What follows belongs to an exercise in optimizing a design on an open flow for small area and a short achievable clock period; a production flow would make more cautious choices.
Function was checked by simulation only, so behaviour that the tests miss may differ from the original.
No activity file was given, so power comes from the tool's default toggle rates.

$ cat design/flow/design.v
module ULA_FA (input a, input b, input c, output s, output co);
    assign s = a ^ b ^ c;
    assign co = (a & b) | (a & c) | (b & c);
endmodule
module ULA_HS (input a, input b, output s);
    assign s = ~(a ^ b);
endmodule
module ULA_HC (input a, input b, output co);
    assign co = a | b;
endmodule
module BLOCK_ULA_OPS #(
    parameter DATA_WIDTH = 8,
    parameter ADDR_WIDTH = 12,
    parameter ULA_WIDTH = 24
    ) (
        input clk,
        input [(ADDR_WIDTH-1):0] MUX_REG1_IN,                    
        input [(DATA_WIDTH-1):0] REG1_IN,
        input [(DATA_WIDTH-1):0] MUX_REG2_IN_0,  
        input [(ADDR_WIDTH-1):0] MUX_REG2_IN_1,  
        input [(ADDR_WIDTH-1):0] MUX_REG2_IN_2,  
        input [(DATA_WIDTH-1):0] REG2_IN,
        output wire [(ULA_WIDTH-1):0] ULA_OUT,
        output reg REG_COMP_OUT,
        output reg REG_OVERFLOW_OUT,
        input [1:0] SEL_MUX1,
        input [1:0] SEL_MUX2,
        input CTRL_REG_OP1, CTRL_REG_OP2,
        input CTRL_REG_OVERFLOW, CTRL_REG_COMP,
        input [3:0] SEL_ULA
    );
reg [(DATA_WIDTH-1):0] REG1_OUT, REG2_OUT;
    always @ (posedge clk)  
    begin
        if(CTRL_REG_OP1)
            REG1_OUT <= REG1_IN;
    end
    always @ (posedge clk)  
    begin
        if(CTRL_REG_OP2)
            REG2_OUT <= REG2_IN;
    end
    wire ahi = (SEL_MUX1 == 2'b01);
    wire [11:0] a12 = (SEL_MUX1 == 2'b00) ? 12'h000 :
                      (SEL_MUX1 == 2'b01) ? 12'hFFF :
                      (SEL_MUX1 == 2'b10) ? MUX_REG1_IN :
                                            {4'h0, REG1_OUT};
    wire [11:0] b12 = (SEL_MUX2 == 2'b00) ? MUX_REG2_IN_2 :
                      (SEL_MUX2 == 2'b01) ? MUX_REG2_IN_1 :
                      (SEL_MUX2 == 2'b10) ? {4'h0, MUX_REG2_IN_0} :
                                            {4'h0, REG2_OUT};
    wire op_mul = (SEL_ULA == 4'd2);
    wire mneg = op_mul & ahi;
    wire op_brow = (SEL_ULA == 4'd0) || (SEL_ULA == 4'd1) || (SEL_ULA == 4'd5) ||
                   (SEL_ULA == 4'd6) || (SEL_ULA == 4'd7) || (SEL_ULA == 4'd8);
    genvar gi, gj;
    wire mul_j = op_mul & (SEL_MUX1 == 2'b10);
    wire mul_r = op_mul & (SEL_MUX1 == 2'b11);
    wire [11:0] am = ({12{mul_j}} & MUX_REG1_IN) | ({12{mul_r}} & {4'h0, REG1_OUT}) |
                     {11'h000, op_brow};
    reg [3:0] tt_e, tt_o;
    reg cin;
    always @* begin
        cin = 1'b0;
        tt_e = 4'b0000;
        case (SEL_ULA)
            4'd0, 4'd4:  tt_e = 4'b1100;                    
            4'd1:        begin tt_e = 4'b0011; cin = 1'b1; end  
            4'd2:        begin tt_e = {1'b0, mneg, 1'b0, mneg}; cin = mneg; end  
            4'd6:        tt_e = 4'b1111;
            4'd7:        cin = 1'b1;
            4'd12:       tt_e = 4'b0011;                    
            4'd13:       tt_e = 4'b1000;                    
            4'd14:       tt_e = 4'b1110;                    
            4'd15:       tt_e = 4'b0110;                    
            default:     tt_e = 4'b0000;
        endcase
        tt_o = (SEL_ULA == 4'd8) ? 4'b1111 : tt_e;
    end
    wire [11:0] x;
    generate for (gi = 0; gi < 12; gi = gi + 1) begin : g_x
        wire [3:0] tt = gi[0] ? tt_o : tt_e;
        assign x[gi] = (tt[3] & a12[gi] & b12[gi]) | (tt[2] & a12[gi] & ~b12[gi]) |
                       (tt[1] & ~a12[gi] & b12[gi]) | (tt[0] & ~a12[gi] & ~b12[gi]);
    end endgenerate
    wire hf = ((SEL_ULA == 4'd0) || (SEL_ULA == 4'd4) || (SEL_ULA == 4'd14) || (SEL_ULA == 4'd15)) ? ahi :
              ((SEL_ULA == 4'd1) || (SEL_ULA == 4'd12)) ? ~ahi :
              (SEL_ULA == 4'd6) || mneg;
    wire ha = (SEL_ULA == 4'd8);
    wire [23:12] h = {12{hf}} | ({12{ha}} & 12'hAAA);
    wire [11:0] ppn [0:11];
    generate for (gi = 0; gi < 12; gi = gi + 1) begin : g_pp
        for (gj = 0; gj < 12; gj = gj + 1) begin : g_ppj
            if (gj == 1 && gi < 11)
                assign ppn[gi][gj] = ~((b12[gi] & am[gj]) | x[gi + 1]);
            else if (gj == 11 && gi > 0)
                assign ppn[gi][gj] = ~((b12[gi] & am[gj]) | h[gi + 11]);
            else
                assign ppn[gi][gj] = ~(b12[gi] & am[gj]);
        end
    end endgenerate
    wire [11:0] xn = ~x;
    wire cinn = ~cin;
    wire hn23 = ~h[23];
    wire ts_1, tc_2, ts_3, tc_4, ts_5, tc_6, ts_7, tc_8, ts_9, tc_10, ts_11, tc_12, ts_13, tc_14, ts_15, tc_16, ts_17, tc_18, ts_19, tc_20, ts_21, tc_22, ts_23, tc_24, ts_25, tc_26, ts_27, tc_28, ts_29, tc_30, ts_31, tc_32, ts_33, tc_34, ts_35, tc_36, ts_37, tc_38, ts_39, tc_40, ts_43, tc_44, ts_45, tc_46, ts_49, tc_50, ts_51, tc_52, ts_55, tc_56, ts_57, tc_58, ts_61, tc_62, ts_63, tc_64, ts_65, tc_66, ts_67, tc_68, ts_69, tc_70, ts_71, tc_72, ts_73, tc_74, ts_75, tc_76, ts_77, tc_78, ts_79, tc_80, ts_81, tc_82, ts_83, tc_84, ts_85, tc_86, ts_87, tc_88, ts_89, tc_90, ts_91, tc_92, ts_95, tc_96, ts_99, tc_100, ts_103, tc_104, ts_105, tc_106, ts_107, tc_108, ts_109, tc_110, ts_111, tc_112, ts_113, tc_114, ts_115, tc_116, ts_117, tc_118, ts_119, tc_120, ts_121, tc_122, ts_123, tc_124, ts_125, tc_126, ts_127, tc_128, ts_129, tc_130, ts_131, tc_132, ts_133, tc_134, ts_135, tc_136, ts_137, tc_138, ts_139, tc_140, ts_141, tc_142, ts_143, tc_144, ts_145, tc_146, ts_147, tc_148, ts_149, tc_150, ts_151, tc_152, ts_153, tc_154, ts_155, tc_156, ts_157, tc_158, ts_159, tc_160, ts_161, tc_162, ts_163, tc_164, ts_165, tc_166, ts_167, tc_168, ts_169, tc_170, ts_171, tc_172, ts_173, tc_174, ts_175, tc_176, ts_177, tc_178, ts_179, tc_180, ts_181, tc_182, ts_185, tc_186, ts_193, tc_194, ts_195, tc_196, ts_197, tc_198, ts_199, tc_200, ts_201, tc_202, ts_203, tc_204, ts_205, tc_206, ts_207, tc_208, ts_209, tc_210, ts_211, tc_212, ts_213, tc_214, ts_215, tc_216, ts_217, tc_218, ts_219, tc_220, ts_221, tc_222, ts_223, tc_224, ts_41, tc_42, ts_47, tc_48, ts_53, tc_54, ts_59, tc_60, ts_93, tc_94, ts_97, tc_98, ts_101, tc_102, ts_183, tc_184, ts_187, tc_188, ts_189, tc_190, ts_191, tc_192;
    ULA_FA fa0 (.a(ppn[0][9]), .b(ppn[1][8]), .c(ppn[2][7]), .s(ts_1), .co(tc_2));
    ULA_FA fa1 (.a(ppn[0][10]), .b(ppn[1][9]), .c(ppn[2][8]), .s(ts_3), .co(tc_4));
    ULA_FA fa2 (.a(ppn[3][7]), .b(ppn[4][6]), .c(ppn[5][5]), .s(ts_5), .co(tc_6));
    ULA_FA fa3 (.a(ppn[0][11]), .b(ppn[1][10]), .c(ppn[2][9]), .s(ts_7), .co(tc_8));
    ULA_FA fa4 (.a(ppn[3][8]), .b(ppn[4][7]), .c(ppn[5][6]), .s(ts_9), .co(tc_10));
    ULA_FA fa5 (.a(ppn[6][5]), .b(ppn[7][4]), .c(ppn[8][3]), .s(ts_11), .co(tc_12));
    ULA_FA fa6 (.a(ppn[2][10]), .b(ppn[3][9]), .c(ppn[4][8]), .s(ts_13), .co(tc_14));
    ULA_FA fa7 (.a(ppn[5][7]), .b(ppn[6][6]), .c(ppn[7][5]), .s(ts_15), .co(tc_16));
    ULA_FA fa8 (.a(ppn[8][4]), .b(ppn[9][3]), .c(ppn[10][2]), .s(ts_17), .co(tc_18));
    ULA_FA fa9 (.a(ppn[3][10]), .b(ppn[4][9]), .c(ppn[5][8]), .s(ts_19), .co(tc_20));
    ULA_FA fa10 (.a(ppn[6][7]), .b(ppn[7][6]), .c(ppn[8][5]), .s(ts_21), .co(tc_22));
    ULA_FA fa11 (.a(ppn[4][10]), .b(ppn[5][9]), .c(ppn[6][8]), .s(ts_23), .co(tc_24));
    ULA_FA fa12 (.a(ppn[0][6]), .b(ppn[1][5]), .c(ppn[2][4]), .s(ts_25), .co(tc_26));
    ULA_FA fa13 (.a(ppn[0][7]), .b(ppn[1][6]), .c(ppn[2][5]), .s(ts_27), .co(tc_28));
    ULA_FA fa14 (.a(ppn[3][4]), .b(ppn[4][3]), .c(ppn[5][2]), .s(ts_29), .co(tc_30));
    ULA_FA fa15 (.a(ppn[0][8]), .b(ppn[1][7]), .c(ppn[2][6]), .s(ts_31), .co(tc_32));
    ULA_FA fa16 (.a(ppn[3][5]), .b(ppn[4][4]), .c(ppn[5][3]), .s(ts_33), .co(tc_34));
    ULA_FA fa17 (.a(ppn[6][2]), .b(ppn[8][0]), .c(ppn[7][1]), .s(ts_35), .co(tc_36));
    ULA_FA fa18 (.a(ppn[3][6]), .b(ppn[4][5]), .c(ppn[5][4]), .s(ts_37), .co(tc_38));
    ULA_FA fa19 (.a(ppn[6][3]), .b(ppn[7][2]), .c(ppn[9][0]), .s(ts_39), .co(tc_40));
    ULA_FA fa20 (.a(ppn[6][4]), .b(ppn[7][3]), .c(ppn[8][2]), .s(ts_43), .co(tc_44));
    ULA_FA fa21 (.a(ppn[10][0]), .b(tc_2), .c(ts_3), .s(ts_45), .co(tc_46));
    ULA_FA fa22 (.a(ppn[9][2]), .b(ppn[11][0]), .c(tc_4), .s(ts_49), .co(tc_50));
    ULA_FA fa23 (.a(tc_6), .b(ts_7), .c(ts_9), .s(ts_51), .co(tc_52));
    ULA_FA fa24 (.a(ppn[11][1]), .b(ppn[1][11]), .c(tc_8), .s(ts_55), .co(tc_56));
    ULA_FA fa25 (.a(tc_10), .b(tc_12), .c(ts_13), .s(ts_57), .co(tc_58));
    ULA_FA fa26 (.a(ppn[9][4]), .b(ppn[10][3]), .c(ppn[11][2]), .s(ts_61), .co(tc_62));
    ULA_FA fa27 (.a(ppn[2][11]), .b(tc_14), .c(tc_16), .s(ts_63), .co(tc_64));
    ULA_FA fa28 (.a(tc_18), .b(ts_19), .c(ts_21), .s(ts_65), .co(tc_66));
    ULA_FA fa29 (.a(ppn[7][7]), .b(ppn[8][6]), .c(ppn[9][5]), .s(ts_67), .co(tc_68));
    ULA_FA fa30 (.a(ppn[10][4]), .b(ppn[11][3]), .c(ppn[3][11]), .s(ts_69), .co(tc_70));
    ULA_FA fa31 (.a(tc_20), .b(tc_22), .c(ts_23), .s(ts_71), .co(tc_72));
    ULA_FA fa32 (.a(ppn[5][10]), .b(ppn[6][9]), .c(ppn[7][8]), .s(ts_73), .co(tc_74));
    ULA_FA fa33 (.a(ppn[8][7]), .b(ppn[9][6]), .c(ppn[10][5]), .s(ts_75), .co(tc_76));
    ULA_FA fa34 (.a(ppn[11][4]), .b(ppn[4][11]), .c(tc_24), .s(ts_77), .co(tc_78));
    ULA_FA fa35 (.a(ppn[6][10]), .b(ppn[7][9]), .c(ppn[8][8]), .s(ts_79), .co(tc_80));
    ULA_FA fa36 (.a(ppn[9][7]), .b(ppn[10][6]), .c(ppn[11][5]), .s(ts_81), .co(tc_82));
    ULA_FA fa37 (.a(ppn[7][10]), .b(ppn[8][9]), .c(ppn[9][8]), .s(ts_83), .co(tc_84));
    ULA_FA fa38 (.a(ppn[0][4]), .b(ppn[1][3]), .c(ppn[2][2]), .s(ts_85), .co(tc_86));
    ULA_FA fa39 (.a(ppn[0][5]), .b(ppn[1][4]), .c(ppn[2][3]), .s(ts_87), .co(tc_88));
    ULA_FA fa40 (.a(ppn[3][2]), .b(ppn[5][0]), .c(ppn[4][1]), .s(ts_89), .co(tc_90));
    ULA_FA fa41 (.a(ppn[3][3]), .b(ppn[4][2]), .c(ppn[6][0]), .s(ts_91), .co(tc_92));
    ULA_FA fa42 (.a(ppn[7][0]), .b(tc_26), .c(ts_27), .s(ts_95), .co(tc_96));
    ULA_FA fa43 (.a(tc_28), .b(tc_30), .c(ts_31), .s(ts_99), .co(tc_100));
    ULA_FA fa44 (.a(tc_32), .b(tc_34), .c(ts_37), .s(ts_103), .co(tc_104));
    ULA_FA fa45 (.a(ts_39), .b(tc_36), .c(ts_41), .s(ts_105), .co(tc_106));
    ULA_FA fa46 (.a(tc_38), .b(tc_40), .c(ts_43), .s(ts_107), .co(tc_108));
    ULA_FA fa47 (.a(ts_45), .b(tc_42), .c(ts_47), .s(ts_109), .co(tc_110));
    ULA_FA fa48 (.a(tc_44), .b(ts_49), .c(tc_46), .s(ts_111), .co(tc_112));
    ULA_FA fa49 (.a(ts_51), .b(tc_48), .c(ts_53), .s(ts_113), .co(tc_114));
    ULA_FA fa50 (.a(tc_50), .b(ts_55), .c(tc_52), .s(ts_115), .co(tc_116));
    ULA_FA fa51 (.a(ts_57), .b(ts_59), .c(tc_54), .s(ts_117), .co(tc_118));
    ULA_FA fa52 (.a(ts_61), .b(tc_56), .c(tc_58), .s(ts_119), .co(tc_120));
    ULA_FA fa53 (.a(tc_60), .b(ts_63), .c(ts_65), .s(ts_121), .co(tc_122));
    ULA_FA fa54 (.a(tc_62), .b(ts_67), .c(ts_69), .s(ts_123), .co(tc_124));
    ULA_FA fa55 (.a(tc_64), .b(tc_66), .c(ts_71), .s(ts_125), .co(tc_126));
    ULA_FA fa56 (.a(tc_68), .b(ts_73), .c(ts_75), .s(ts_127), .co(tc_128));
    ULA_FA fa57 (.a(tc_70), .b(ts_77), .c(tc_72), .s(ts_129), .co(tc_130));
    ULA_FA fa58 (.a(ppn[5][11]), .b(tc_74), .c(tc_76), .s(ts_131), .co(tc_132));
    ULA_FA fa59 (.a(ts_79), .b(ts_81), .c(tc_78), .s(ts_133), .co(tc_134));
    ULA_FA fa60 (.a(ppn[10][7]), .b(ppn[11][6]), .c(ppn[6][11]), .s(ts_135), .co(tc_136));
    ULA_FA fa61 (.a(tc_80), .b(tc_82), .c(ts_83), .s(ts_137), .co(tc_138));
    ULA_FA fa62 (.a(ppn[8][10]), .b(ppn[9][9]), .c(ppn[10][8]), .s(ts_139), .co(tc_140));
    ULA_FA fa63 (.a(ppn[11][7]), .b(ppn[7][11]), .c(tc_84), .s(ts_141), .co(tc_142));
    ULA_FA fa64 (.a(ppn[9][10]), .b(ppn[10][9]), .c(ppn[11][8]), .s(ts_143), .co(tc_144));
    ULA_FA fa65 (.a(ppn[0][3]), .b(ppn[1][2]), .c(ppn[3][0]), .s(ts_145), .co(tc_146));
    ULA_FA fa66 (.a(ppn[4][0]), .b(ts_85), .c(ppn[3][1]), .s(ts_147), .co(tc_148));
    ULA_FA fa67 (.a(tc_86), .b(ts_87), .c(ts_89), .s(ts_149), .co(tc_150));
    ULA_FA fa68 (.a(tc_88), .b(ts_91), .c(tc_90), .s(ts_151), .co(tc_152));
    ULA_FA fa69 (.a(tc_92), .b(ts_95), .c(tc_94), .s(ts_153), .co(tc_154));
    ULA_FA fa70 (.a(tc_96), .b(ts_99), .c(tc_98), .s(ts_155), .co(tc_156));
    ULA_FA fa71 (.a(tc_100), .b(ts_103), .c(tc_102), .s(ts_157), .co(tc_158));
    ULA_FA fa72 (.a(tc_104), .b(ts_107), .c(tc_106), .s(ts_159), .co(tc_160));
    ULA_FA fa73 (.a(tc_108), .b(ts_111), .c(tc_110), .s(ts_161), .co(tc_162));
    ULA_FA fa74 (.a(tc_112), .b(ts_115), .c(ts_117), .s(ts_163), .co(tc_164));
    ULA_FA fa75 (.a(tc_116), .b(ts_119), .c(ts_121), .s(ts_165), .co(tc_166));
    ULA_FA fa76 (.a(ts_123), .b(tc_120), .c(tc_122), .s(ts_167), .co(tc_168));
    ULA_FA fa77 (.a(ts_127), .b(tc_124), .c(ts_129), .s(ts_169), .co(tc_170));
    ULA_FA fa78 (.a(tc_128), .b(ts_131), .c(ts_133), .s(ts_171), .co(tc_172));
    ULA_FA fa79 (.a(ts_135), .b(tc_132), .c(ts_137), .s(ts_173), .co(tc_174));
    ULA_FA fa80 (.a(ts_139), .b(tc_136), .c(ts_141), .s(ts_175), .co(tc_176));
    ULA_FA fa81 (.a(ppn[8][11]), .b(tc_140), .c(ts_143), .s(ts_177), .co(tc_178));
    ULA_FA fa82 (.a(ppn[10][10]), .b(ppn[11][9]), .c(ppn[9][11]), .s(ts_179), .co(tc_180));
    ULA_FA fa83 (.a(ppn[0][0]), .b(xn[0]), .c(cinn), .s(ts_181), .co(tc_182));
    ULA_FA fa84 (.a(ppn[0][2]), .b(ppn[2][0]), .c(ppn[1][1]), .s(ts_185), .co(tc_186));
    ULA_FA fa85 (.a(ts_93), .b(ts_151), .c(tc_150), .s(ts_193), .co(tc_194));
    ULA_FA fa86 (.a(ts_97), .b(tc_152), .c(ts_153), .s(ts_195), .co(tc_196));
    ULA_FA fa87 (.a(tc_154), .b(ts_155), .c(ts_101), .s(ts_197), .co(tc_198));
    ULA_FA fa88 (.a(tc_156), .b(ts_105), .c(ts_157), .s(ts_199), .co(tc_200));
    ULA_FA fa89 (.a(ts_109), .b(tc_158), .c(ts_159), .s(ts_201), .co(tc_202));
    ULA_FA fa90 (.a(ts_113), .b(tc_160), .c(ts_161), .s(ts_203), .co(tc_204));
    ULA_FA fa91 (.a(tc_114), .b(tc_162), .c(ts_163), .s(ts_205), .co(tc_206));
    ULA_FA fa92 (.a(tc_118), .b(ts_165), .c(tc_164), .s(ts_207), .co(tc_208));
    ULA_FA fa93 (.a(ts_125), .b(tc_166), .c(ts_167), .s(ts_209), .co(tc_210));
    ULA_FA fa94 (.a(tc_126), .b(tc_168), .c(ts_169), .s(ts_211), .co(tc_212));
    ULA_FA fa95 (.a(tc_130), .b(ts_171), .c(tc_170), .s(ts_213), .co(tc_214));
    ULA_FA fa96 (.a(tc_134), .b(ts_173), .c(tc_172), .s(ts_215), .co(tc_216));
    ULA_FA fa97 (.a(tc_138), .b(ts_175), .c(tc_174), .s(ts_217), .co(tc_218));
    ULA_FA fa98 (.a(tc_142), .b(ts_177), .c(tc_176), .s(ts_219), .co(tc_220));
    ULA_FA fa99 (.a(tc_144), .b(ts_179), .c(tc_178), .s(ts_221), .co(tc_222));
    ULA_FA fa100 (.a(ppn[11][10]), .b(ppn[10][11]), .c(tc_180), .s(ts_223), .co(tc_224));
    ULA_HS ha0s (.a(ts_1), .b(ppn[8][1]), .s(ts_41));
    ULA_HC ha0c (.a(ts_1), .b(ppn[8][1]), .co(tc_42));
    ULA_HS ha1s (.a(ts_5), .b(ppn[9][1]), .s(ts_47));
    ULA_HC ha1c (.a(ts_5), .b(ppn[9][1]), .co(tc_48));
    ULA_HS ha2s (.a(ts_11), .b(ppn[10][1]), .s(ts_53));
    ULA_HC ha2c (.a(ts_11), .b(ppn[10][1]), .co(tc_54));
    ULA_HS ha3s (.a(ts_15), .b(ts_17), .s(ts_59));
    ULA_HC ha3c (.a(ts_15), .b(ts_17), .co(tc_60));
    ULA_HS ha4s (.a(ts_25), .b(ppn[5][1]), .s(ts_93));
    ULA_HC ha4c (.a(ts_25), .b(ppn[5][1]), .co(tc_94));
    ULA_HS ha5s (.a(ts_29), .b(ppn[6][1]), .s(ts_97));
    ULA_HC ha5c (.a(ts_29), .b(ppn[6][1]), .co(tc_98));
    ULA_HS ha6s (.a(ts_33), .b(ts_35), .s(ts_101));
    ULA_HC ha6c (.a(ts_33), .b(ts_35), .co(tc_102));
    ULA_HS ha7s (.a(ppn[1][0]), .b(ppn[0][1]), .s(ts_183));
    ULA_HC ha7c (.a(ppn[1][0]), .b(ppn[0][1]), .co(tc_184));
    ULA_HS ha8s (.a(ts_145), .b(ppn[2][1]), .s(ts_187));
    ULA_HC ha8c (.a(ts_145), .b(ppn[2][1]), .co(tc_188));
    ULA_HS ha9s (.a(tc_146), .b(ts_147), .s(ts_189));
    ULA_HC ha9c (.a(tc_146), .b(ts_147), .co(tc_190));
    ULA_HS ha10s (.a(tc_148), .b(ts_149), .s(ts_191));
    ULA_HC ha10c (.a(tc_148), .b(ts_149), .co(tc_192));
    wire [23:0] row1 = {(hn23), tc_224, tc_222, tc_220, tc_218, tc_216, tc_214, tc_212, tc_210, tc_208, tc_206, tc_204, tc_202, tc_200, tc_198, tc_196, tc_194, tc_192, tc_190, tc_188, tc_186, tc_184, tc_182, ts_181};
    wire [23:0] row2 = {1'b1, ppn[11][11], ts_223, ts_221, ts_219, ts_217, ts_215, ts_213, ts_211, ts_209, ts_207, ts_205, ts_203, ts_201, ts_199, ts_197, ts_195, ts_193, ts_191, ts_189, ts_187, ts_185, ts_183, 1'b1};
    wire [23:0] cp = row1 ^ row2;
    wire [23:0] cg = row1 & row2;
    wire ag1 = cg[1] | (cp[1] & (cg[0] | cp[0]));
    wire ag2 = cg[3] | (cp[3] & cg[2]);
    wire ap2 = cp[3] & cp[2];
    wire ag3 = cg[5] | (cp[5] & cg[4]);
    wire ap3 = cp[5] & cp[4];
    wire ag4 = cg[7] | (cp[7] & cg[6]);
    wire ap4 = cp[7] & cp[6];
    wire ag5 = cg[2] | (cp[2] & ag1);
    wire ag6 = ag2 | (ap2 & ag1);
    wire ag7 = cg[6] | (cp[6] & ag3);
    wire ap7 = cp[6] & ap3;
    wire ag8 = ag4 | (ap4 & ag3);
    wire ap8 = ap4 & ap3;
    wire ag9 = cg[4] | (cp[4] & ag6);
    wire ag10 = ag3 | (ap3 & ag6);
    wire ag11 = ag7 | (ap7 & ag6);
    wire ag12 = ag8 | (ap8 & ag6);
    wire ag13 = cg[9] | (cp[9] & cg[8]);
    wire ap13 = cp[9] & cp[8];
    wire ag14 = cg[11] | (cp[11] & cg[10]);
    wire ap14 = cp[11] & cp[10];
    wire ag15 = cg[13] | (cp[13] & cg[12]);
    wire ap15 = cp[13] & cp[12];
    wire ag16 = cg[15] | (cp[15] & cg[14]);
    wire ap16 = cp[15] & cp[14];
    wire ag17 = cg[17] | (cp[17] & cg[16]);
    wire ap17 = cp[17] & cp[16];
    wire ag18 = cg[19] | (cp[19] & cg[18]);
    wire ap18 = cp[19] & cp[18];
    wire ag19 = cg[21] | (cp[21] & cg[20]);
    wire ap19 = cp[21] & cp[20];
    wire ag20 = cg[10] | (cp[10] & ag13);
    wire ap20 = cp[10] & ap13;
    wire ag21 = ag14 | (ap14 & ag13);
    wire ap21 = ap14 & ap13;
    wire ag22 = cg[14] | (cp[14] & ag15);
    wire ap22 = cp[14] & ap15;
    wire ag23 = ag16 | (ap16 & ag15);
    wire ap23 = ap16 & ap15;
    wire ag24 = cg[18] | (cp[18] & ag17);
    wire ap24 = cp[18] & ap17;
    wire ag25 = ag18 | (ap18 & ag17);
    wire ap25 = ap18 & ap17;
    wire ag26 = cg[22] | (cp[22] & ag19);
    wire ap26 = cp[22] & ap19;
    wire ag27 = cg[12] | (cp[12] & ag21);
    wire ap27 = cp[12] & ap21;
    wire ag28 = ag15 | (ap15 & ag21);
    wire ap28 = ap15 & ap21;
    wire ag29 = ag22 | (ap22 & ag21);
    wire ap29 = ap22 & ap21;
    wire ag30 = ag23 | (ap23 & ag21);
    wire ap30 = ap23 & ap21;
    wire ag31 = cg[20] | (cp[20] & ag25);
    wire ap31 = cp[20] & ap25;
    wire ag32 = ag19 | (ap19 & ag25);
    wire ap32 = ap19 & ap25;
    wire ag33 = ag26 | (ap26 & ag25);
    wire ap33 = ap26 & ap25;
    wire ag34 = cg[16] | (cp[16] & ag30);
    wire ap34 = cp[16] & ap30;
    wire ag35 = ag17 | (ap17 & ag30);
    wire ap35 = ap17 & ap30;
    wire ag36 = ag24 | (ap24 & ag30);
    wire ap36 = ap24 & ap30;
    wire ag37 = ag25 | (ap25 & ag30);
    wire ap37 = ap25 & ap30;
    wire ag38 = ag31 | (ap31 & ag30);
    wire ap38 = ap31 & ap30;
    wire ag39 = ag32 | (ap32 & ag30);
    wire ap39 = ap32 & ap30;
    wire ag40 = ag33 | (ap33 & ag30);
    wire ap40 = ap33 & ap30;
    wire ag41 = cg[8] | (cp[8] & ag12);
    wire ag42 = ag13 | (ap13 & ag12);
    wire ag43 = ag20 | (ap20 & ag12);
    wire ag44 = ag21 | (ap21 & ag12);
    wire ag45 = ag27 | (ap27 & ag12);
    wire ag46 = ag28 | (ap28 & ag12);
    wire ag47 = ag29 | (ap29 & ag12);
    wire ag48 = ag30 | (ap30 & ag12);
    wire ag49 = ag34 | (ap34 & ag12);
    wire ag50 = ag35 | (ap35 & ag12);
    wire ag51 = ag36 | (ap36 & ag12);
    wire ag52 = ag37 | (ap37 & ag12);
    wire ag53 = ag38 | (ap38 & ag12);
    wire ag54 = ag39 | (ap39 & ag12);
    wire ag55 = ag40 | (ap40 & ag12);
    wire [23:0] res;
    assign res[0] = cp[0];
    assign res[1] = ~(cp[1] ^ (cg[0] | cp[0]));
    assign res[2] = ~(cp[2] ^ ag1);
    assign res[3] = ~(cp[3] ^ ag5);
    assign res[4] = ~(cp[4] ^ ag6);
    assign res[5] = ~(cp[5] ^ ag9);
    assign res[6] = ~(cp[6] ^ ag10);
    assign res[7] = ~(cp[7] ^ ag11);
    assign res[8] = ~(cp[8] ^ ag12);
    assign res[9] = ~(cp[9] ^ ag41);
    assign res[10] = ~(cp[10] ^ ag42);
    assign res[11] = ~(cp[11] ^ ag43);
    assign res[12] = ~(cp[12] ^ ag44);
    assign res[13] = ~(cp[13] ^ ag45);
    assign res[14] = ~(cp[14] ^ ag46);
    assign res[15] = ~(cp[15] ^ ag47);
    assign res[16] = ~(cp[16] ^ ag48);
    assign res[17] = ~(cp[17] ^ ag49);
    assign res[18] = ~(cp[18] ^ ag50);
    assign res[19] = ~(cp[19] ^ ag51);
    assign res[20] = ~(cp[20] ^ ag52);
    assign res[21] = ~(cp[21] ^ ag53);
    assign res[22] = ~(cp[22] ^ ag54);
    assign res[23] = ~(cp[23] ^ ag55);
    assign ULA_OUT = res;
    wire [12:0] blt, bgt;
    assign blt[0] = 1'b0;
    assign bgt[0] = 1'b0;
    generate for (gi = 0; gi < 12; gi = gi + 1) begin : g_cmp
        assign blt[gi + 1] = (~b12[gi] & a12[gi]) | (~b12[gi] & blt[gi]) | (a12[gi] & blt[gi]);
        assign bgt[gi + 1] = (b12[gi] & ~a12[gi]) | (b12[gi] & bgt[gi]) | (~a12[gi] & bgt[gi]);
    end endgenerate
    wire comp = (SEL_ULA == 4'd9)  ? (~ahi & ~blt[12] & ~bgt[12]) :
                (SEL_ULA == 4'd10) ? (ahi | blt[12]) :
                (SEL_ULA == 4'd11) ? (~ahi & bgt[12]) :
                1'b0;
    wire ovf = ((SEL_ULA == 4'd0) || (SEL_ULA == 4'd2)) && (|ULA_OUT[23:8]);
    always @ (posedge clk)   
    begin
        if(CTRL_REG_COMP)
            REG_COMP_OUT <= comp;
    end
    always @ (posedge clk)  
    begin
        if(CTRL_REG_OVERFLOW)
            REG_OVERFLOW_OUT <= ovf;
    end
endmodule
$ cat design/flow/flow/run.sh
#!/bin/bash
# The standard layout, with the port buffers that buffer_ports inserts made
# sky130_fd_sc_hd__buf_1 instead of the cell it picks on its own.
set -euo pipefail
bash standard.sh BUFFER_PORTS_ARGS="-buffer_cell sky130_fd_sc_hd__buf_1" finish > standard_make.log 2>&1
$ cat design/flow/standard.sh
#!/bin/bash
# synth_recipe.tcl (not shown) runs the flow's synth.tcl, then flattens the netlist and writes it again
# the make line also repeats each setting of config.mk as NAME=value (left out here)
make -C /OpenROAD-flow-scripts/flow DESIGN_CONFIG=/design/flow/config.mk WORK_HOME=/design/flow/orfs CLKGATE_MAP_FILE= SYNTH_SCRIPT=/design/flow/synth_recipe.tcl "${@:-finish}"
$ cat design/flow/config.mk
export PLATFORM = sky130hd
export DESIGN_NAME = BLOCK_ULA_OPS
export DESIGN_NICKNAME = BLOCK_ULA_OPS
export VERILOG_FILES = /design/flow/design.v
export SDC_FILE = /design/flow/constraint.sdc
export NUM_CORES = 4
export LEC_CHECK = 0
export CAP_MARGIN = 20
export CORE_MARGIN = 2
export CORE_UTILIZATION = 55
export GPL_TIMING_DRIVEN = 0
export PLACE_DENSITY = 0.7
export SETUP_SLACK_MARGIN = 0.9
export SLEW_MARGIN = 20
export SYNTH_HIERARCHICAL = 1
$ cat design/flow/constraint.sdc
create_clock -name core_clock -period 11.0 [get_ports {clk}]
set_input_delay 2.2000 -clock core_clock [delete_from_list [all_inputs] [get_ports {clk}]]
set_output_delay 2.2000 -clock core_clock [all_outputs]
set_load 0.01 [all_outputs]
==> results of run 1 <==
flip-flops by register name, indices dropped and copies added (netlist names):
signal / count
REG1_OUT: 8
REG_OVERFLOW_OUT: 1
REG2_OUT: 8
REG_COMP_OUT: 1
modules after synthesis (local to each module, per instance):
module / flip-flops and latches / cell area (um2) / times used / cells
ULA_FA: 0 / 20.02 / 101 / 1
ULA_HC: 0 / 6.256 / 11 / 1
ULA_HS: 0 / 8.758 / 11 / 1
BLOCK_ULA_OPS: 18 / 3643 / 1 / 550
how the worst max path moves through the flow:
| stage | start | to | cells past startpoint |
|---|---|---|---|
| 4_1_cts | SEL_MUX2[0] | ULA_OUT[21] | 20 |
| 5_1_grt | SEL_ULA[0] | ULA_OUT[21] | 21 |
| 3_3_place_gp | SEL_MUX1[1] | ULA_OUT[21] | 21 |
| 3_5_place_dp | SEL_MUX1[1] | ULA_OUT[21] | 21 |
| 6_report | SEL_MUX1[1] | ULA_OUT[21] | 21 |
| 2_1_floorplan | SEL_MUX1[1] | ULA_OUT[21] | 19 |
repair_timing:
item / in CTS / in global routing
endpoints found under the setup margin: 11 / 11
setup buffers: 1 / 7
resized for setup: 38 / 78
pin swaps: 1 / 4
gates cloned: 0 / 1
cells in the mapped netlist, types with 5 or more instances:
| cell | count | area (um2) |
|---|---|---|
| sky130_fd_sc_hd__a21boi_0 | 7 | 52.55 |
| sky130_fd_sc_hd__a31oi_1 | 7 | 43.79 |
| sky130_fd_sc_hd__a21o_1 | 12 | 90.09 |
| sky130_fd_sc_hd__nor2_1 | 38 | 142.6 |
| sky130_fd_sc_hd__o221ai_1 | 9 | 78.83 |
| sky130_fd_sc_hd__or2_1 | 11 | 68.82 |
| sky130_fd_sc_hd__clkbuf_1 | 39 | 146.4 |
| sky130_fd_sc_hd__a21oi_1 | 49 | 245.2 |
| sky130_fd_sc_hd__xor2_1 | 11 | 96.34 |
| sky130_fd_sc_hd__nand2b_1 | 5 | 31.28 |
| sky130_fd_sc_hd__ha_1 | 22 | 275.3 |
| sky130_fd_sc_hd__mux2i_1 | 12 | 120.1 |
| sky130_fd_sc_hd__o21ai_0 | 23 | 115.1 |
| sky130_fd_sc_hd__o21ai_1 | 5 | 25.02 |
| sky130_fd_sc_hd__nor2b_1 | 7 | 43.79 |
| sky130_fd_sc_hd__nor3_1 | 12 | 60.06 |
| sky130_fd_sc_hd__xnor2_1 | 18 | 157.7 |
| sky130_fd_sc_hd__o22ai_1 | 10 | 62.56 |
| sky130_fd_sc_hd__edfxtp_1 | 18 | 540.5 |
| sky130_fd_sc_hd__a211oi_1 | 5 | 37.54 |
| sky130_fd_sc_hd__nand2_1 | 165 | 619.3 |
| sky130_fd_sc_hd__fa_1 | 104 | 2082 |
| sky130_fd_sc_hd__nand3_1 | 5 | 25.02 |
| sky130_fd_sc_hd__o21a_1 | 5 | 37.54 |
| sky130_fd_sc_hd__and2_1 | 5 | 31.28 |
| sky130_fd_sc_hd__mux4_2 | 10 | 225.2 |
| sky130_fd_sc_hd__inv_1 | 16 | 60.06 |
through the flow:
stage | power (uW) | std cells
after CTS | 471.7 | 911
after global placement | 414.6 | 907
after detailed placement | 423.7 | 907
after global routing | 524.8 | 919
after floorplan | 323.9 | 673
final | 482.2 | 919
final cells by class:
type,instances,area [um2],share of cell area
repair buffers,107,439.2,0.06568
clock buffers,3,41.29,0.006175
inverters,16,60.06,0.008982
multi-input cells,597,5172,0.7736
well taps,136,170.2,0.02545
plain buffers,42,262.8,0.03930
flip-flops and latches,18,540.5,0.08084
worst reg2reg max path: cells and delay by family, from the launching register on:
family                   cells  cell delay [ns]
multiplexers                 1             0.49
AND/OR/NAND/NOR              6             2.01
buffers and inverters        1             0.23
AO/OA/AOI/OAI                6             1.52
adder cells (fa/ha/maj)      4             1.77
flip-flops                   1             0.35
XOR/XNOR                     1             0.15
metal layers:
layer  track usage  up-vias  share of wire
met1        0.4163     2791           0.40
met5             0        -              0
li1              -     2541              -
met2        0.5264      300           0.50
met4       0.09926        0          0.032
met3       0.02492       52          0.072
power by group:
part / switching (uW) / total [uW] / leakage, uW / internal [uW]
combinational: 215 / 354 / 0.00171 / 139
clock: 20.2 / 44.4 / 0.0000216 / 24.3
sequential: 2.07 / 83.6 / 0.000177 / 81.5
total: 237 / 482 / 0.00191 / 245
kinds of logic after synthesis:
group | share of synthesized area
compound gates | 0.1652
buf+inv | 0.03755
simple gates | 0.1957
fa+ha+maj | 0.4060
xor+xnor | 0.04356
flops | 0.09270
mux | 0.05923
==> run summary, run 1 <==
----------------------------------------------------
[Placement]
  Instance area at placement ... 6369 um2
  Count of buffers inserted at the top-level ports ... 98
  Setup slack after placement ... 0.3672 ns
  Post-detailed-placement half-perimeter wirelength ... 13,700 um
  RePlAce Congestion ... 0.9511

[Layout]
  Share of post-route cells with drive strength above 1 ... 0.1124
  Number of nets in the final layout ... 984
  Post-route standard cell area excluding fillers ... 6686 um2
  Area added between synthesis and finish ... 14.68%
  Most common cell after layout, fill and taps aside ... sky130_fd_sc_hd__nand2_1
  Leading cell types in the layout, fill and taps excluded ... sky130_fd_sc_hd__nand2_1, sky130_fd_sc_hd__fa_1, sky130_fd_sc_hd__buf_1
  Antenna diodes ... 0
  Share of the core filled with cells ... 0.6477
  Fill cells ... 922

[Clock network]
  Clock insertion delay at the later pin of the skew report ... 0.25 ns
  Clock tree from TritonCTS ... built
  Clock transition at path regs ... 0.07 ns
  Sink count of the clock tree ... 18
  Max Root-Sink Buffers ... 2
  Total of hold buffers inserted after clock tree synthesis ... 0
  Number of levels the H-tree was split into ... 1
  Number of buffers added by the clock tree synthesis step ... 3
  Buffer type at the clock tree root ... sky130_fd_sc_hd__clkbuf_8

[Worst hold path]
  Cell depth of the worst min-delay path ... 4
  Worst min-delay path class ... flop to flop
  HP Start ... REG1_OUT[7]
  Capture endpoint of the worst hold path ... REG_COMP_OUT

[Detailed routing]
  DRC violation count after routing ... 0
  Via density ... 6.185
  First-pass DRT Iterations ... 6
  Total wire length after detailed routing ... 16,990 um
  Via count ... 5,684
  Starting DRC count in detailed routing ... 396
  Routed WL per cell ... 18.49 um
  Final ANT Viol Nets ... 0

[Synth]
  Post-synthesis instance area ... 5831 um2
  Flop and latch count out of synthesis ... 18
  Post-synth net total ... 872
  Number of warnings issued by yosys ... 7
  Post-synthesis area per instance ... 8.664 um2
  Async set-reset flop share out of synthesis ... 0
  Gate count of the mapped netlist ... 673
  Share of synthesized area occupied by flip-flops and latches ... 0.09270
  Most used DFF post-synth ... sky130_fd_sc_hd__edfxtp_1
  Library cells used by synthesis ... 49
  Number of synthesized flops with an enable pin ... 18

[Worst setup path]
  Number of cells on the worst reg-to-reg path ... 19
  Worst flop-to-flop path startpoint ... REG2_OUT[4]
  CP Data Required Time ... 8.80 ns
  Buffers & Inverters on Critical Path ... 4
  Cell repeated most along the worst path ... sky130_fd_sc_hd__fa_1
  Worst endpoint data arrival time ... 7.75 ns
  Kind of critical path ... primary input to primary output
  List of cells traversed by the critical path ... buf_2 -> nor2b_2 -> buf_6 -> and3_4 -> and2_2 -> clkbuf_8 -> nand2_1 -> fa_2 -> fa_2 -> fa_1 -> fa_1 -> fa_1 -> ha_1 -> or3_1 -> o211ai_1 -> a21oi_2 -> o21a_1 -> o21a_1 -> nor2_1 -> xor2_1 -> clkbuf_2
  Maximum fanout along the worst path ... 10
  Reg2reg end ... REG_OVERFLOW_OUT
  R2r setup slk ... 4.24 ns
  CP delay by family, top ... adder cells
  Delay contributed by the slowest stage of the critical path ... 0.59 ns
  Crit. End Element ... primary output
  Startpoint type of the worst setup path ... primary input
  Slowest cell on the critical path ... sky130_fd_sc_hd__fa_2

[Die]
  Vertical die dimension ... 107.0 um
  Placeable Area ... 10,320 um2
  Horizontal die dimension ... 107.0 um
  Total Die Area ... 11,440 um2
  I/O pin cnt ... 99
  Starting density of the core ... 0.5648
  Row cnt ... 37

[Timing]
  Final slew viol count ... 0
  Slew of the pin with the lowest slew margin ... 0.8488 ns
  Setup TNS ... 0 ns
  Clock period minus worst slack ... 9.946 ns
  Worst slew margin relative to its limit ... 0.4341
  Final Hold Violating Endpoints ... 0
  Unrepaired setup endpoints after global routing ... yes
  Worst Setup Slack, final ... 1.054 ns
  Worst clock skew on the final layout ... 0.003860 ns
  Fmax ... 0.1005 GHz
  Period utilisation layout ... 0.9042
  Final-report setup violation count ... 0
  Worst hold slack after final layout ... 1.140 ns

[Global routing]
  Antenna violations before repair ... 0
  Overall routing resource usage ... 0.3072
  First-pass GRT wire length ... 27,480 um
  Total overflow reported by the global router ... 0
  Vias in the first global route ... 5,623
  Pin count of the biggest net entering global routing ... 11

[Power]
  Maximum vdd drop ... 84.49 uV
  Total leakage power ... 0.001907 uW
  Pwr Density ... 72.11 nW/um2

[Job]
  Max-cap check violation count ... 0

[Outcome]
  Status ... finished clean

----------------------------------------------------
==> run 2, diff against run 1 <==
--- a/design/flow/config.mk
+++ b/design/flow/config.mk
@@ -8,8 +8,7 @@
 export CAP_MARGIN = 20
 export CORE_MARGIN = 2
 export CORE_UTILIZATION = 55
-export GPL_TIMING_DRIVEN = 0
 export PLACE_DENSITY = 0.7
-export SETUP_SLACK_MARGIN = 0.9
+export SETUP_SLACK_MARGIN = 1.0
 export SLEW_MARGIN = 20
 export SYNTH_HIERARCHICAL = 1
==> run 2 against run 1 <==
Net effect: still clean; non-clock buffer count is 17 lower; utilization shrank 1.1 points; clock skew down 0.0017 ns; wire length down 2.2%; largest cell class unchanged; largest power group unchanged.
==> run summary, run 2 <==
----------------------------------------------------
[Synth]
  Post-synthesis instance area ... 5831 um2 (unchanged)
  Flop and latch count out of synthesis ... 18 (unchanged)
  Cells taking the most area after synthesis ... sky130_fd_sc_hd__fa_1, sky130_fd_sc_hd__nand2_1, sky130_fd_sc_hd__edfxtp_1, sky130_fd_sc_hd__ha_1, sky130_fd_sc_hd__a21oi_1 (unchanged)
  Post-synthesis area per instance ... 8.664 um2 (unchanged)
  Commonest cells in the synthesized netlist ... sky130_fd_sc_hd__nand2_1, sky130_fd_sc_hd__fa_1, sky130_fd_sc_hd__a21oi_1 (unchanged)
  Gate count of the mapped netlist ... 673 (unchanged)
  Most used DFF post-synth ... sky130_fd_sc_hd__edfxtp_1 (unchanged)
  Number of warnings issued by yosys ... 7 (unchanged)
  Async set-reset flop share out of synthesis ... 0 (unchanged)
  Number of synthesized flops with an enable pin ... 18 (unchanged)
  Share of synthesized area occupied by flip-flops and latches ... 0.09270 (unchanged)
  Post-synthesis cell type with the largest combined area ... sky130_fd_sc_hd__fa_1 (unchanged)
  Top-area cell type share of the netlist area ... 0.3571 (unchanged)
  Library cells used by synthesis ... 49 (unchanged)
  Post-synth net total ... 872 (unchanged)
  Cell with the most instances after synthesis ... sky130_fd_sc_hd__nand2_1 (unchanged)

[Worst setup path]
  Number of cells on the worst reg-to-reg path ... 19 (unchanged)
  Worst endpoint data arrival time ... 7.57 ns (was 7.75 ns)
  Slowest cell on the critical path ... sky130_fd_sc_hd__mux4_2 (was sky130_fd_sc_hd__fa_2)
  Delay contributed by the slowest stage of the critical path ... 0.57 ns (was 0.59 ns)
  Crit. End Element ... primary output (unchanged)
  CP Data Required Time ... 8.80 ns (about the same)
  Maximum fanout along the worst path ... 16 (was 10)
  Critical path capture point ... ULA_OUT[21] (unchanged)
  R2r setup slk ... 4.24 ns (about the same)
  List of cells traversed by the critical path ... buf_1 -> mux4_2 -> nand2_1 -> fa_1 -> fa_1 -> fa_1 -> fa_1 -> fa_1 -> ha_1 -> or3_1 -> o211ai_1 -> a21oi_4 -> o21a_1 -> o21a_1 -> nor2_1 -> xor2_1 -> buf_1 (was buf_2 -> nor2b_2 -> buf_6 -> and3_4 -> and2_2 -> clkbuf_8 -> nand2_1 -> fa_2 -> fa_2 -> fa_1 -> fa_1 -> fa_1 -> ha_1 -> or3_1 -> o211ai_1 -> a21oi_2 -> o21a_1 -> o21a_1 -> nor2_1 -> xor2_1 -> clkbuf_2)
  Worst flop-to-flop path startpoint ... REG2_OUT[4] (unchanged)
  Start point of the critical path ... SEL_MUX2[1] (was SEL_MUX1[1])
  Reg2reg end ... REG_OVERFLOW_OUT (unchanged)
  Kind of critical path ... primary input to primary output (unchanged)
  Cell repeated most along the worst path ... sky130_fd_sc_hd__fa_1 (unchanged)
  Startpoint type of the worst setup path ... primary input (unchanged)

[Clock network]
  Number of buffers added by the clock tree synthesis step ... 3 (unchanged)
  Clock tree from TritonCTS ... built (unchanged)
  Max Root-Sink Buffers ... 2 (unchanged)
  Clock insertion delay at the later pin of the skew report ... 0.24 ns (was 0.25 ns)
  Buffer type at the clock tree root ... sky130_fd_sc_hd__clkbuf_8 (unchanged)
  Number of levels the H-tree was split into ... 1 (unchanged)
  Clock transition at path regs ... 0.06 ns (was 0.07 ns)
  Sink count of the clock tree ... 18 (unchanged)

[Timing]
  Final-report setup violation count ... 0 (unchanged)
  Final slew viol count ... 0 (unchanged)
  Slew of the pin with the lowest slew margin ... 0.6886 ns (was 0.8488 ns)
  Final Hold Violating Endpoints ... 0 (unchanged)
  Clock period minus worst slack ... 9.771 ns (was 9.946 ns)
  Worst hold slack after final layout ... 1.152 ns (was 1.140 ns)
  Unrepaired setup endpoints after global routing ... yes (unchanged)
  Fmax ... 0.1023 GHz (was 0.1005 GHz)
  Period utilisation layout ... 0.8883 (was 0.9042)
  Worst slew margin relative to its limit ... 0.5361 (was 0.4341)
  Setup TNS ... 0 ns (unchanged)
  Worst clock skew on the final layout ... 0.002127 ns (was 0.003860 ns)

[Die]
  I/O pin cnt ... 99 (unchanged)
  Row cnt ... 37 (unchanged)
  Total Die Area ... 11,440 um2 (unchanged)
  Vertical die dimension ... 107.0 um (unchanged)
  Placeable Area ... 10,320 um2 (unchanged)
  Horizontal die dimension ... 107.0 um (unchanged)
  Starting density of the core ... 0.5648 (unchanged)

[Layout]
  Leading cell types in the layout, fill and taps excluded ... sky130_fd_sc_hd__nand2_1, sky130_fd_sc_hd__fa_1, sky130_fd_sc_hd__buf_1 (unchanged)
  Final cell count without fillers ... 902 (was 919)
  Most common cell after layout, fill and taps aside ... sky130_fd_sc_hd__nand2_1 (unchanged)
  Post-route standard cell area excluding fillers ... 6571 um2 (was 6686 um2)
  Antenna diodes ... 0 (unchanged)
  Regs by FF count ... REG1_OUT (8), REG2_OUT (8) (unchanged)
  Fill cells ... 928 (was 922)
  Share of post-route cells with drive strength above 1 ... 0.09138 (was 0.1124)
  Number of nets in the final layout ... 967 (was 984)
  Area added between synthesis and finish ... 12.70% (was 14.68%)

[Outcome]
  Status ... finished clean (unchanged)

[Power]
  Power share of the clock group ... 0.090 (was 0.092)
  Total leakage power ... 0.001877 uW (was 0.001907 uW)
  Relative contribution of combinational cells to total power ... 0.733 (was 0.735)
  Sw frac ... 0.4863 (was 0.4922)
  Maximum vdd drop ... 86.79 uV (was 84.49 uV)
  Pwr Density ... 72.08 nW/um2 (was 72.11 nW/um2)
  Relative contribution of sequential cells to total power ... 0.177 (was 0.173)
  Net switching power of the design ... 230.3 uW (was 237.3 uW)
  P_int ... 243.3 uW (was 244.9 uW)

[Global routing]
  Vias in the first global route ... 5,601 (was 5,623)
  First-pass GRT wire length ... 26,880 um (was 27,480 um)
  Overall routing resource usage ... 0.3004 (was 0.3072)
  Pin count of the biggest net entering global routing ... 23 (was 11)
  Antenna violations before repair ... 0 (unchanged)
  Total overflow reported by the global router ... 0 (unchanged)

[Detailed routing]
  Routed WL per cell ... 18.43 um (was 18.49 um)
  DRC violation count after routing ... 0 (unchanged)
  Starting DRC count in detailed routing ... 351 (was 396)
  First-pass DRT Iterations ... 7 (was 6)
  Final ANT Viol Nets ... 0 (unchanged)
  Via count ... 5,574 (was 5,684)
  Via density ... 6.180 (was 6.185)
  Total wire length after detailed routing ... 16,620 um (was 16,990 um)

[Placement]
  Post-detailed-placement half-perimeter wirelength ... 13,140 um (was 13,700 um)
  Cell total after placement ... 889 (was 907)
  RePlAce Congestion ... 0.9431 (was 0.9511)
  Count of buffers inserted at the top-level ports ... 98 (unchanged)
  Instance area at placement ... 6390 um2 (was 6369 um2)

[Worst hold path]
  Worst min-delay path class ... flop to flop (unchanged)
  HP Start ... REG1_OUT[7] (unchanged)

[Job]
  Max-cap check violation count ... 0 (unchanged)

----------------------------------------------------
[run 2: cell counts after synthesis]
Identical to the previous run, type by type.
[run 2: logic make-up (layout without fill, tap and decap cells)]
group                      after synthesis  after routing  synth area share
buffers and inverters                   58            151           0.03755
DFF                                     18             18           0.09270
xor gates and xnor gates                29             29           0.04356
and+or+nand+nor                        266            266            0.1957
adders and majority gates              127            127            0.4060
muxes                                   22             22           0.05923
AOI/OAI and AO/OA                      153            153            0.1652
[run 2: how the worst min path moves through the flow]
| stage | to | slack [ns] | depth (start not counted) |
|---|---|---|---|
| finish | REG_COMP_OUT | 1.15 | 4 |
| detailed placement | REG_COMP_OUT | 1.12 | 4 |
| global placement | REG_COMP_OUT | 1.11 | 4 |
| CTS | REG_COMP_OUT | 1.14 | 4 |
| global route | REG_COMP_OUT | 1.23 | 4 |
| floorplan | REG_COMP_OUT | 0.90 | 4 |
[run 2: area by class of cell]
class                           count  area [um2]  area share
Multi-Input combinational cell    597        5127      0.7803
Timing Repair Buffer              132       631.9     0.09615
Clock buffer                        3       41.29    0.006283
Inverter                           16       60.06    0.009139
Sequential cell                    18       540.5     0.08225
Tap cell                          136       170.2     0.02589
[run 2: worst max-delay path, delay by kind of cell]
| kind | cells | cell delay [ns] |
|---|---|---|
| multiplexers | 1 | 0.57 |
| XOR/XNOR | 1 | 0.20 |
| AND/OR/NAND/NOR | 3 | 0.62 |
| buffers and inverters | 2 | 0.61 |
| adder cells (fa/ha/maj) | 6 | 2.58 |
| AO/OA/AOI/OAI | 4 | 0.77 |
[run 2: modules after synthesis, one instance, submodules excluded]
module | cells | cell area (um2)
BLOCK_ULA_OPS | 550 | 3643
ULA_HS | 1 | 8.758
ULA_HC | 1 | 6.256
ULA_FA | 1 | 20.02
[run 2: per-stage QoR]
stage	total power (uW)	utilization	setup slack (ns)
floorplan	323.9	-	1.463
global placement	415.0	0.6190	0.9414
detailed placement	422.5	0.6190	0.8534
CTS	466.9	0.6247	1.017
global route	518.8	0.6365	0.9760
finish	473.7	0.6365	1.229
[run 2: repair_timing]
action | CTS | global route
endpoints found under the setup margin | 6 | 11
hold buffers | 0 | 0
resized for setup | 7 | 16
setup buffers | 0 | 10
pin swaps | 0 | 1
[run 2: per-layer routing]
layer	track usage	part of all wire	vias to the layer above	wire (um)
met5	0	0	-	0
met4	0.08813	0.031	0	507
met3	0.02796	0.081	41	1351
met2	0.5332	0.50	303	8379
met1	0.3925	0.38	2724	6382
li1	-	-	2506	-
[run 2: power groups by stage]
stage | Sequential (uW) | Clock (uW) | Combinational (uW)
after floorplan | 84.5 | 0 | 239
after global placement | 84.9 | 0 | 330
after detailed placement | 85.1 | 0 | 337
after CTS | 83.6 | 43.7 | 340
after global routing | 84.1 | 46.3 | 388
final | 83.7 | 42.6 | 347
==> run 3, diff against run 2 <==
==> design/flow/flow/run.sh (replaced) <==
#!/bin/bash
# The standard layout, with the port buffers that buffer_ports inserts made
# sky130_fd_sc_hd__buf_2 instead of the cell it picks on its own.
set -euo pipefail
bash standard.sh BUFFER_PORTS_ARGS="-buffer_cell sky130_fd_sc_hd__buf_2" finish > standard_make.log 2>&1
--- a/design/flow/config.mk
+++ b/design/flow/config.mk
@@ -7,8 +7,8 @@
 export LEC_CHECK = 0
 export CAP_MARGIN = 20
 export CORE_MARGIN = 2
-export CORE_UTILIZATION = 55
-export PLACE_DENSITY = 0.7
-export SETUP_SLACK_MARGIN = 1.0
+export CORE_UTILIZATION = 65
+export PLACE_DENSITY = 0.75
+export SETUP_SLACK_MARGIN = 0.9
 export SLEW_MARGIN = 20
 export SYNTH_HIERARCHICAL = 1
==> run 3 against run 2 <==
Net effect: design area shrank 0.78%; synthesized area stayed put; worst setup slack worse by 0.080 ns; critical endpoint is now ULA_OUT[18]; sequential power hardly changed; sequential cell count is the same; critical path depth increased by 3; clock power up 4%; still clean; global-route usage rose by 5.8 points; clock skew rose by 0.0026 ns; utilization up 11 points.
==> run summary, run 3 <==
----------------------------------------------------
[Timing]
  Final Hold Violating Endpoints ... 0 (unchanged)
  Worst clock skew on the final layout ... 0.004766 ns (was 0.002127 ns)
  Final-report setup violation count ... 0 (unchanged)
  Slew of the pin with the lowest slew margin ... 0.9338 ns (was 0.6886 ns)
  Final slew viol count ... 0 (unchanged)
  Period utilisation layout ... 0.8956 (was 0.8883)
  Clock period minus worst slack ... 9.851 ns (was 9.771 ns)
  Worst slew margin relative to its limit ... 0.3774 (was 0.5361)
  Setup TNS ... 0 ns (unchanged)
  Unrepaired setup endpoints after global routing ... yes (unchanged)
  Fmax ... 0.1015 GHz (was 0.1023 GHz)

[Layout]
  Share of the core filled with cells ... 0.7476 (was 0.6365)
  Leading cell types in the layout, fill and taps excluded ... sky130_fd_sc_hd__nand2_1, sky130_fd_sc_hd__fa_1, sky130_fd_sc_hd__buf_2 (was sky130_fd_sc_hd__nand2_1, sky130_fd_sc_hd__fa_1, sky130_fd_sc_hd__buf_1)
  Most common cell after layout, fill and taps aside ... sky130_fd_sc_hd__nand2_1 (unchanged)
  Antenna diodes ... 0 (unchanged)
  Area occupied by multi-input gates ... 5120 um2 (was 5127 um2)
  Share of post-route cells with drive strength above 1 ... 0.1912 (was 0.09138)
  Regs by FF count ... REG1_OUT (8), REG2_OUT (8) (unchanged)
  Area taken by flip-flops and latches ... 540.5 um2 (unchanged)
  Number of nets in the final layout ... 949 (was 967)
  Fill cells ... 660 (was 928)
  Area added between synthesis and finish ... 11.82% (was 12.70%)
  Final cell count without fillers ... 856 (was 902)

[Placement]
  Post-detailed-placement half-perimeter wirelength ... 13,010 um (was 13,140 um)
  RePlAce Congestion ... 0.9493 (was 0.9431)
  Cell total after placement ... 852 (was 889)
  Count of buffers inserted at the top-level ports ... 98 (unchanged)

[Global routing]
  Vias in the first global route ... 5,799 (was 5,601)
  Total overflow reported by the global router ... 0 (unchanged)
  Antenna violations before repair ... 0 (unchanged)
  Overall routing resource usage ... 0.3586 (was 0.3004)
  Pin count of the biggest net entering global routing ... 26 (was 23)
  First-pass GRT wire length ... 27,870 um (was 26,880 um)

[Power]
  P_int ... 250.5 uW (was 243.3 uW)
  Pwr Density ... 74.06 nW/um2 (was 72.08 nW/um2)
  Final Total Pwr ... 482.9 uW (was 473.7 uW)
  Power share of the clock group ... 0.092 (was 0.090)
  Sw frac ... 0.4811 (was 0.4863)
  Relative contribution of sequential cells to total power ... 0.173 (was 0.177)
  Total leakage power ... 0.002049 uW (was 0.001877 uW)
  Net switching power of the design ... 232.3 uW (was 230.3 uW)
  Relative contribution of combinational cells to total power ... 0.735 (was 0.733)
  Maximum vdd drop ... 95.74 uV (was 86.79 uV)

[Synth]
  Flop and latch count out of synthesis ... 18 (unchanged)
  Most used DFF post-synth ... sky130_fd_sc_hd__edfxtp_1 (unchanged)
  Commonest cells in the synthesized netlist ... sky130_fd_sc_hd__nand2_1, sky130_fd_sc_hd__fa_1, sky130_fd_sc_hd__a21oi_1 (unchanged)
  Proportion of synthesized area in mux cells ... 0.05923 (unchanged)
  Post-synthesis instance area ... 5831 um2 (unchanged)
  Post-synthesis area per instance ... 8.664 um2 (unchanged)
  Number of warnings issued by yosys ... 7 (unchanged)
  Gate count of the mapped netlist ... 673 (unchanged)
  Fraction of the mapped netlist area in compound gates ... 0.1652 (unchanged)
  Cells taking the most area after synthesis ... sky130_fd_sc_hd__fa_1, sky130_fd_sc_hd__nand2_1, sky130_fd_sc_hd__edfxtp_1, sky130_fd_sc_hd__ha_1, sky130_fd_sc_hd__a21oi_1 (unchanged)
  Top-area cell type share of the netlist area ... 0.3571 (unchanged)
  Share of the synthesized netlist area taken by xor and xnor gates ... 0.04356 (unchanged)
  Library cells used by synthesis ... 49 (unchanged)
  Share of synthesized area occupied by flip-flops and latches ... 0.09270 (unchanged)
  Post-synth net total ... 872 (unchanged)
  Cell with the most instances after synthesis ... sky130_fd_sc_hd__nand2_1 (unchanged)
  Synthesized-area fraction occupied by adder cells ... 0.4060 (unchanged)
  Combinational family with the most area after synthesis ... adder cells (unchanged)
  Number of synthesized flops with an enable pin ... 18 (unchanged)
  Fraction of the mapped netlist area in simple logic gates ... 0.1957 (unchanged)
  Post-synthesis cell type with the largest combined area ... sky130_fd_sc_hd__fa_1 (unchanged)
  Async set-reset flop share out of synthesis ... 0 (unchanged)

[Job]
  Max-cap check violation count ... 0 (unchanged)

[Worst setup path]
  Crit. End Element ... primary output (unchanged)
  Delay contributed by the slowest stage of the critical path ... 0.75 ns (was 0.57 ns)
  Slowest cell on the critical path ... sky130_fd_sc_hd__o221ai_1 (was sky130_fd_sc_hd__mux4_2)
  Maximum fanout along the worst path ... 14 (was 16)
  Cell repeated most along the worst path ... sky130_fd_sc_hd__fa_1 (unchanged)
  Worst flop-to-flop path startpoint ... REG2_OUT[4] (unchanged)
  Start point of the critical path ... SEL_MUX1[0] (was SEL_MUX2[1])
  Kind of critical path ... primary input to primary output (unchanged)
  CP Data Required Time ... 8.80 ns (about the same)
  CP delay by family, top ... adder cells (unchanged)
  Worst endpoint data arrival time ... 7.65 ns (was 7.57 ns)
  List of cells traversed by the critical path ... buf_2 -> nor2b_1 -> buf_4 -> nor2_1 -> a21oi_1 -> o221ai_1 -> a21oi_1 -> fa_1 -> fa_1 -> fa_1 -> fa_1 -> ha_1 -> a21oi_1 -> o21ai_0 -> or2_2 -> o22ai_1 -> nor2b_1 -> nor2_1 -> xnor2_1 -> buf_2 (was buf_1 -> mux4_2 -> nand2_1 -> fa_1 -> fa_1 -> fa_1 -> fa_1 -> fa_1 -> ha_1 -> or3_1 -> o211ai_1 -> a21oi_4 -> o21a_1 -> o21a_1 -> nor2_1 -> xor2_1 -> buf_1)
  Buffers & Inverters on Critical Path ... 3 (was 2)
  Startpoint type of the worst setup path ... primary input (unchanged)

[Detailed routing]
  Starting DRC count in detailed routing ... 476 (was 351)
  Via count ... 5,552 (was 5,574)
  Final ANT Viol Nets ... 0 (unchanged)
  DRC violation count after routing ... 0 (unchanged)
  Total wire length after detailed routing ... 16,680 um (was 16,620 um)
  First-pass DRT Iterations ... 5 (was 7)
  Via density ... 6.486 (was 6.180)
  Routed WL per cell ... 19.49 um (was 18.43 um)

[Die]
  Placeable Area ... 8721 um2 (was 10,320 um2)
  Row cnt ... 34 (was 37)
  I/O pin cnt ... 99 (unchanged)
  Total Die Area ... 9744 um2 (was 11,440 um2)
  Horizontal die dimension ... 98.71 um (was 107.0 um)
  Vertical die dimension ... 98.71 um (was 107.0 um)
  Starting density of the core ... 0.6686 (was 0.5648)

[Clock network]
  Clock tree from TritonCTS ... built (unchanged)
  Buffer type at the clock tree root ... sky130_fd_sc_hd__clkbuf_8 (unchanged)
  Total of hold buffers inserted after clock tree synthesis ... 0 (unchanged)
  Clock insertion delay at the later pin of the skew report ... 0.25 ns (was 0.24 ns)
  Number of levels the H-tree was split into ... 1 (unchanged)
  Max Root-Sink Buffers ... 2 (unchanged)
  Clock transition at path regs ... 0.07 ns (was 0.06 ns)
  Sink count of the clock tree ... 18 (unchanged)
  Number of buffers added by the clock tree synthesis step ... 3 (unchanged)

[Outcome]
  Status ... finished clean (unchanged)

[Worst hold path]
  HP Start ... REG1_OUT[7] (unchanged)
  Worst min-delay path class ... flop to flop (unchanged)

----------------------------------------------------
run 3: cell count changes in the layout (fill, tap and decap cells not counted), moves of 2 or more:
cell                       before  now
sky130_fd_sc_hd__buf_2          1   96
sky130_fd_sc_hd__buf_1         93    0
sky130_fd_sc_hd__buf_4         34   16
sky130_fd_sc_hd__and2_4         0    3
sky130_fd_sc_hd__clkbuf_2       3    0
sky130_fd_sc_hd__and2_2         3    1
run 3: cell families (layout without fill, tap and decap cells):
| logic type | count (synthesis) | in the layout |
|---|---|---|
| adder cells (fa/ha/maj) | 127 | 127 |
| multiplexers | 22 | 22 |
| AND/OR/NAND/NOR | 266 | 266 |
| buffers and inverters | 58 | 133 |
| XOR/XNOR | 29 | 29 |
| flip-flops | 18 | 18 |
| AO/OA/AOI/OAI | 153 | 153 |
run 3: final timing paths:
| check | end | slack, ns | cells past startpoint |
|---|---|---|---|
| worst max-delay path | ULA_OUT[18] | 1.15 | 20 |
| worst max register to register | REG_OVERFLOW_OUT | 4.15 | 18 |
| worst min register to register | REG_COMP_OUT | 1.16 | 4 |
| worst min-delay path | REG_COMP_OUT | 1.16 | 4 |
run 3: worst register-to-register path, delay by kind of cell, from the launching register on:
family	cells	cell delay [ns]
XOR/XNOR	1	0.20
AND/OR/NAND/NOR	6	2.02
multiplexers	1	0.70
flip-flops	1	0.36
AO/OA/AOI/OAI	6	1.60
adder cells (fa/ha/maj)	4	1.71
run 3: layout make-up:
| cell class | instances | area share |
|---|---|---|
| multi-input combinational | 597 | 0.7853 |
| inverter | 16 | 0.009787 |
| timing repair buffer | 114 | 0.09499 |
| clock buffer | 3 | 0.006333 |
| sequential | 18 | 0.08290 |
| tap | 108 | 0.02073 |
run 3: power groups by stage:
| stage | registers (uW) | logic [uW] | clock network, uW |
|---|---|---|---|
| after floorplan | 84.5 | 239 | 0 |
| after global placement | 84.8 | 338 | 0 |
| after detailed placement | 85.0 | 348 | 0 |
| after CTS | 83.5 | 350 | 44.8 |
| after global routing | 84.0 | 391 | 47.3 |
| final | 83.5 | 355 | 44.5 |
run 3: timing repair:
item	4_1_cts	5_1_grt
cloned	0	0
setup buffers	1	0
resized for setup	4	19
setup endpoints to repair	7	14
run 3: metrics by stage:
step | worst slack [ns] | cell area [um2] | hold slack, ns
final | 1.149 | 6520 | 1.158
after global routing | 0.8887 | 6520 | 1.233
after CTS | 0.9002 | 6470 | 1.122
after detailed placement | 0.7480 | 6410 | 1.111
after global placement | 0.9180 | 6410 | 1.099
after floorplan | 1.463 | 5831 | 0.8996
run 3: routing by layer:
metal  part of all wire  up-vias  track usage  wire (um)
met5                  0        -            0          0
met4              0.045        0       0.1454        746
met3              0.098       66      0.05319       1636
met2               0.49      353       0.6112       8099
met1               0.37     2665       0.4634       6200
li1                   -     2468            -          -
run 3: per-module statistics from Yosys (local to each module, per instance):
module         cell area (um2)  flops+latches
ULA_HC                   6.256              0
BLOCK_ULA_OPS             3643             18
ULA_HS                   8.758              0
ULA_FA                   20.02              0

==> static timing again, ports no longer ideal <==
The flow's constraints put no driver on any port. The routed layouts listed below were extracted and timed again, unchanged, in two steps. Step 1 assumes that a clkbuf_16 drives the clock port and a buf_2 every other input. Step 2 adds t to the input delays and takes it off the output delays; t is the mean of the earliest and latest rising clock arrival at the registers after step 1. Input paths then give back, and output paths get back, about the clock's delay inside the block. Three values: no drivers, after step 1, after step 2; two values: the first two.
run | t, ns | setup WS [ns] | hold WS [ns] | clock arrival spread, ns | slew at the worst register clock pin (ns)
run 1 | 0.270 | 1.054 / 1.033 / 1.033 | 1.140 / 1.140 / 1.140 | 0.004 / 0.004 | 0.07 / 0.07
run 2 | 0.264 | 1.229 / 1.203 / 1.203 | 1.152 / 1.152 / 1.152 | 0.002 / 0.003 | 0.06 / 0.06
run 3 | 0.272 | 1.149 / 1.130 / 1.130 | 1.158 / 1.158 / 1.158 | 0.005 / 0.005 | 0.07 / 0.07
After both steps every run listed still meets setup and hold. For run 2, which loses most, drivers alone change the setup slack by -0.026 ns; drivers and shift together by -0.026 ns.
